This design comes from an exercise in tuning for small area, a short achievable clock period and few clock cycles on the open sky130 flow, not from production work. The RTL was checked by simulation tests, not by an equivalence proof against the original design. No activity file was given, so power comes from the tool's default toggle rates.

Setup of run A:
==> flow/design.v (excerpt) <==
module JAM (
input CLK,
input RST,
output reg [2:0] W,
output reg [2:0] J,
input [6:0] Cost,
output reg [3:0] MatchCount,
output reg [9:0] MinCost,
output reg Valid );
For scale: roughly 7,100 cells after synthesis, ~30 I/O pins, about 64,000 um^2 of cells after synthesis.
make LEC_CHECK=0 ABC_AREA=1 CAP_MARGIN=20 CORE_MARGIN=2 CORE_UTILIZATION=50 CTS_CLUSTER_DIAMETER=150 CTS_CLUSTER_SIZE=25 PLACE_DENSITY=0.7 SETUP_SLACK_MARGIN=2.8 SLEW_MARGIN=20 TNS_END_PERCENT=100 finish   # period 5.0 ns
run.sh (not shown) runs the stock make flow with config.mk's settings and CLKGATE_MAP_FILE= SYNTH_SCRIPT=/design/flow/synth_recipe.tcl, a recipe that flattens the netlist after the stock synthesis.
Run A closes out successfully: all stages finished, all timing, DRC and antenna checks passed.
Testbench counts of run A, summed over its fixed seeds: cycles 5,392.
Input changes introduced in run B (baseline for comparison: run A):
Settings: changing CORE_UTILIZATION from 50 to 40; changing SETUP_SLACK_MARGIN from 2.8 to 2.9; removing CTS_CLUSTER_DIAMETER (formerly 150); removing CTS_CLUSTER_SIZE (formerly 25).
Results
Run B went all the way through synthesis, placement and routing and the layout is clean on timing, DRC and antenna. [compare] base=run A new=run B: leakage power picked up an extra about 6%, final hold slack lost 0.0048 ns, distinct cell type count after synthesis neither gained nor lost much. In run B the critical path depth turned out 12 lower than in run A. Against run A, run B comes in 7.7 points lower on core utilization of the finished layout. Between run A and run B, layout overhead on the synthesized area is lower for run A, run B comes in above that.
Input changes introduced in run C (baseline for comparison: run B):
Settings: changing SETUP_SLACK_MARGIN from 2.9 to 2.8; changing PLACE_DENSITY from 0.7 to 0.75.
Notes after the runs:
- [compare] base=run B new=run C: met1 usage in global routing picked up an extra 0.18 points; number of non-clock buffers lost 34%; met2 usage lost 1.4 points; multi-input combinational cell count neither gained nor lost much; clock power lost about 4%.
- Run B -> run C: met1 routed wirelength after detailed routing decreased slightly
- Comparing run B with run C, the insertion delay of the later-clocked pin in the worst-skew pair came out essentially unchanged.
- Compare run B and run C | sequential share of layout area lower: run B

* * *

## cedar
JAM again, from the RTL that the note above started with.
export LEC_CHECK = 0
export ABC_AREA = 1
export CAP_MARGIN = 20
export CORE_MARGIN = 2
export CORE_UTILIZATION = 40
export CTS_CLUSTER_DIAMETER = 150
export CTS_CLUSTER_SIZE = 28
export PLACE_DENSITY = 0.7
export SETUP_SLACK_MARGIN = 2.8
export SLEW_MARGIN = 20
export TNS_END_PERCENT = 100
create_clock -name core_clock -period 5.0 [get_ports {CLK}]
cedar completed; timing, DRC and antenna clean
Testbench counts of cedar, summed over its fixed seeds: cycles 5,392.
Relative to cedar, the following input files were edited for harbor:
Settings: CTS_CLUSTER_SIZE changed from 28 to 25; SETUP_SLACK_MARGIN changed from 2.8 to 2.75.
## What came out
- Final critical-path share of the clock period: harbor > cedar
- cedar reports its worst-path cell with the longest stage delay as dfxtp_1 while harbor reports o31ai_2.
- As far as minimum hold slack is concerned, harbor and cedar perform about the same.
- cedar has a lower critical path depth than harbor.
- Between harbor and cedar, the fmax is lower for harbor.
- Compared with cedar, harbor shows design area that has gone down slightly.
- Run comparison: harbor category of the most critical setup path reg2reg; cedar category of the most critical setup path reg2out
- Sequential share of cell area: harbor vs cedar — no meaningful difference
diff inputs: harbor => tundra
Settings: CTS_CLUSTER_DIAMETER no longer set, was 150; CTS_CLUSTER_SIZE no longer set, was 25; SETUP_SLACK_MARGIN now 2.8, was 2.75.
==> comparison <==
In the reports for harbor and tundra, the smaller part of the power in the clock network belongs to harbor.
Looking at number of clock buffer instances in the layout, tundra sits about 130% higher than harbor does.
Side by side, antenna diode count turned out higher in tundra than in harbor.
tundra against harbor: post-CTS resize count shows an increase of 27%; met3 track utilization from global routing was more or less identical; total number of vias went up by about 1.9%.
Side by side, post-layout instance count excluding filler cells turned out higher in tundra than in harbor.
Total wire length after detailed routing is lower on harbor
harbor ended up with reg2reg as its type of the setup path with the least slack; tundra ended up with reg2out.
In the metrics for harbor and tundra, the one carrying the higher register share of the cell area is harbor.
harbor and tundra ended up with roughly the same detail-routed net length per standard cell.
Changes in juniper relative to tundra:
Settings: CTS_CLUSTER_DIAMETER: unset -> 150; CTS_CLUSTER_SIZE: unset -> 20.
## What came out
- [compare] base=tundra new=juniper: total routed wirelength -1.7%; endpoint arrival time on the critical path -0.07 ns.
- Relative to tundra, register clock-pin slew on the reported worst setup and hold paths has increased by 0.02 ns in juniper.
- The final reports for juniper and tundra show global router's overall resource usage lower in the former.
- When juniper is measured against tundra, its global-route track usage on met1 turns out 0.20 points lower.
- The final reports for juniper and tundra show part of the power in the clock network lower in the former.
- Fraction of the cycle the final worst path needs for juniper is lower than for tundra.
- Comparing first-pass GRT wire length for juniper and tundra, the bigger number came from tundra.

* * *

Setup of build 14:
JAM again, from the RTL that the note above started with.
clock: 5.0 ns
lec_check: 0
abc_area: 1
cap_margin: 20
core_margin: 2
core_utilization: 60
place_density: 0.7
setup_slack_margin: 2.8
slew_margin: 20
tns_end_percent: 100
Testbench counts of build 14, summed over its fixed seeds: cycles 5,392.
Setup changes, build 14 to build 7
diff --git a/flow/config.mk b/flow/config.mk
--- a/flow/config.mk
+++ b/flow/config.mk
@@ -10,5 +10,7 @@
 export CORE_MARGIN = 2
-export CORE_UTILIZATION = 60
+export CORE_UTILIZATION = 40
+export CTS_CLUSTER_DIAMETER = 150
+export CTS_CLUSTER_SIZE = 25
 export PLACE_DENSITY = 0.7
-export SETUP_SLACK_MARGIN = 2.8
+export SETUP_SLACK_MARGIN = 2.9
 export SLEW_MARGIN = 20
Notes after the runs:
Delta (build 7 minus build 14): leakage power shows a reduction of 3.5%, share of async-settable or async-resettable flops after synthesis shows no meaningful change.
In build 7 the final standard cell area without fillers turned out about 1.9% lower than in build 14.
Compared to build 14, build 7 has number of antenna violations at the first check in global routing 1 higher.
Total wire length (build 7 vs. build 14) increases slightly
Run comparison: build 14 capture point of the critical path Valid; build 7 capture point of the critical path W[0]
Build 14 → build 7: switching power went down by about 3%; total power went down by 4.4 mW; worst setup slack moved up; global-route usage saw a decrease; layout clock buffer count decreased 61%.
Non-clock buffer count ends up lower on build 14.
Inputs modified between build 7 and build 12:
diff --git a/flow/config.mk b/flow/config.mk
--- a/flow/config.mk
+++ b/flow/config.mk
@@ -11,6 +11,6 @@
 export CORE_UTILIZATION = 40
-export CTS_CLUSTER_DIAMETER = 150
-export CTS_CLUSTER_SIZE = 25
+export CTS_CLUSTER_DIAMETER = 60
+export CTS_CLUSTER_SIZE = 10
 export PLACE_DENSITY = 0.7
-export SETUP_SLACK_MARGIN = 2.9
+export SETUP_SLACK_MARGIN = 2.8
 export SLEW_MARGIN = 20
==> run summary <==
Compared to build 7, build 12 has combinational group share of total power 5.5 points lower. Global-route track usage on met2 (higher): build 7. Build 7 has lower core utilization than build 12. In build 12, number of signal-net buffers in the layout is lower than in build 7. Summary of the comparison: worst slew slack as a fraction of its limit is higher in build 12, relative to build 7. Fmax shrinks by a few percent when moving from build 7 to build 12. Build 12 against build 7: power saw an increase; design area grew by about 3%; final-layout fill cell count now smaller.
For build 38, these inputs were changed with respect to build 12:
diff --git a/flow/config.mk b/flow/config.mk
--- a/flow/config.mk
+++ b/flow/config.mk
@@ -11,6 +11,4 @@
 export CORE_UTILIZATION = 40
-export CTS_CLUSTER_DIAMETER = 60
-export CTS_CLUSTER_SIZE = 10
 export PLACE_DENSITY = 0.7
-export SETUP_SLACK_MARGIN = 2.8
+export SETUP_SLACK_MARGIN = 2.7
 export SLEW_MARGIN = 20
### Flow results
- The core of build 38 is less densely filled than that of build 12.
- Going from build 12 to build 38, multi-input gate share of the layout cell area shrinks by 0.28 points.
- Net count reported at finish, build 38 vs build 12: down slightly
- Build 38 -> build 12: area after synthesis delta 0, exact match
- Re cell internal power dissipation: build 12 was higher than build 38.
Changes in build 47 relative to build 38:
diff --git a/flow/config.mk b/flow/config.mk
--- a/flow/config.mk
+++ b/flow/config.mk
@@ -11,4 +11,6 @@
 export CORE_UTILIZATION = 40
-export PLACE_DENSITY = 0.7
-export SETUP_SLACK_MARGIN = 2.7
+export CTS_CLUSTER_DIAMETER = 150
+export CTS_CLUSTER_SIZE = 25
+export PLACE_DENSITY = 0.65
+export SETUP_SLACK_MARGIN = 2.8
 export SLEW_MARGIN = 20
Findings:
- Build 47 vs. build 38: non-clock buffer count went up by about 20%.
- Compared with build 38, build 47 shows a higher setup slack.
- Build 47: core utilization of the finished layout 1.6 points below build 38
- Build 47 vs. build 38: layout overhead on the synthesized area went down by 4.0 points.
- totn[3] as the destination of the critical timing path was reported by build 47, and MinCost[1] by build 38.
- Taking build 38 as the reference point, the number of H-tree levels of build 47 falls by 1.
- Looking at via count, build 47 sits below build 38.
- Compared to build 38, build 47 has first-iteration DRC count 678 lower.
- Comparing build 38 against build 47, there is no change at all in pin count of the biggest net entering global routing.
- Number of endpoints with negative hold slack in the final report: build 38 vs build 47 identical
- Launching element of the worst setup path = BCA[0]: build 47; launching element of the worst setup path = MinCost[1]: build 38

* * *

Starting RTL as in the previous note.
clock: 5.0 ns
lec_check: 0
abc_area: 1
cap_margin: 20
core_margin: 2
core_utilization: 40
cts_cluster_diameter: 150
cts_cluster_size: 25
place_density: 0.7
setup_slack_margin: 2.8
slew_margin: 20
tns_end_percent: 100
Testbench counts at the start, summed over its fixed seeds: cycles 5,392.
Edit:
--- a/flow/config.mk
+++ b/flow/config.mk
@@ -13,0 +14 @@
+export GPL_ROUTABILITY_DRIVEN = 0
The changed run finished with timing, DRC and antenna clean.
Clock-buffer cell count stays the same.
Global-route usage fell by 0.43 points.
Routed wire length falls by 1.8%.
Power increases by 0.42%.
Cell area is about the same.
Sequential share of layout area barely changes.
Clock skew hardly moves.
Worst setup slack gets worse by 0.073 ns.
Core utilization barely changes.
Non-clock buffer count shrinks by 6.
Worst hold slack is worse by 0.019 ns.

[what the ideal ports hide]
The results above use ideal ports. As a check the final layouts listed here were re-extracted and re-timed, cells and wires unchanged.
Step 1: set_driving_cell puts a clkbuf_16 on CLK and a buf_2 on each other input, an assumption about the parent block.
Step 2 adds t to the input delays and takes it off the output delays; t is the mean of the earliest and latest rising clock arrival at the registers after step 1. Input paths then give back, and output paths get back, about the clock's delay inside the block.
a / b / c = no drivers / after step 1 / after step 2; a / b = the first two.
run | t (ns) | setup WS [ns] | clock arrival spread, ns
run A | 0.747 | 2.820 / 2.767 / 2.650 | 0.034 / 0.034
run B | 0.853 | 2.730 / 2.652 / 2.299 | 0.036 / 0.037
run C | 0.855 | 2.750 / 2.671 / 2.604 | 0.046 / 0.046
cedar | 0.787 | 2.808 / 2.730 / 2.629 | 0.064 / 0.064
harbor | 0.769 | 2.764 / 2.739 / 2.619 | 0.036 / 0.036
tundra | 0.858 | 2.751 / 2.676 / 2.615 | 0.055 / 0.056
juniper | 0.788 | 2.819 / 2.740 / 2.587 | 0.049 / 0.049
build 14 | 0.840 | 2.742 / 2.662 / 2.577 | 0.040 / 0.040
build 7 | 0.780 | 2.794 / 2.716 / 2.301 | 0.048 / 0.049
build 12 | 0.863 | 2.739 / 2.663 / 2.605 | 0.039 / 0.039
build 38 | 0.857 | 2.744 / 2.671 / 2.584 | 0.055 / 0.055
build 47 | 0.783 | 2.821 / 2.744 / 2.385 | 0.037 / 0.036
the first run of note 4 | 0.769 | 2.832 / 2.751 / 2.622 | 0.034 / 0.034
the second run of note 4 | 0.771 | 2.758 / 2.746 / 2.477 | 0.034 / 0.034
After both steps setup and hold are still met in every run listed. For build 7, which loses most, drivers alone change the setup slack by -0.078 ns; drivers and shift together by -0.493 ns. Setup slack includes reset recovery checks.
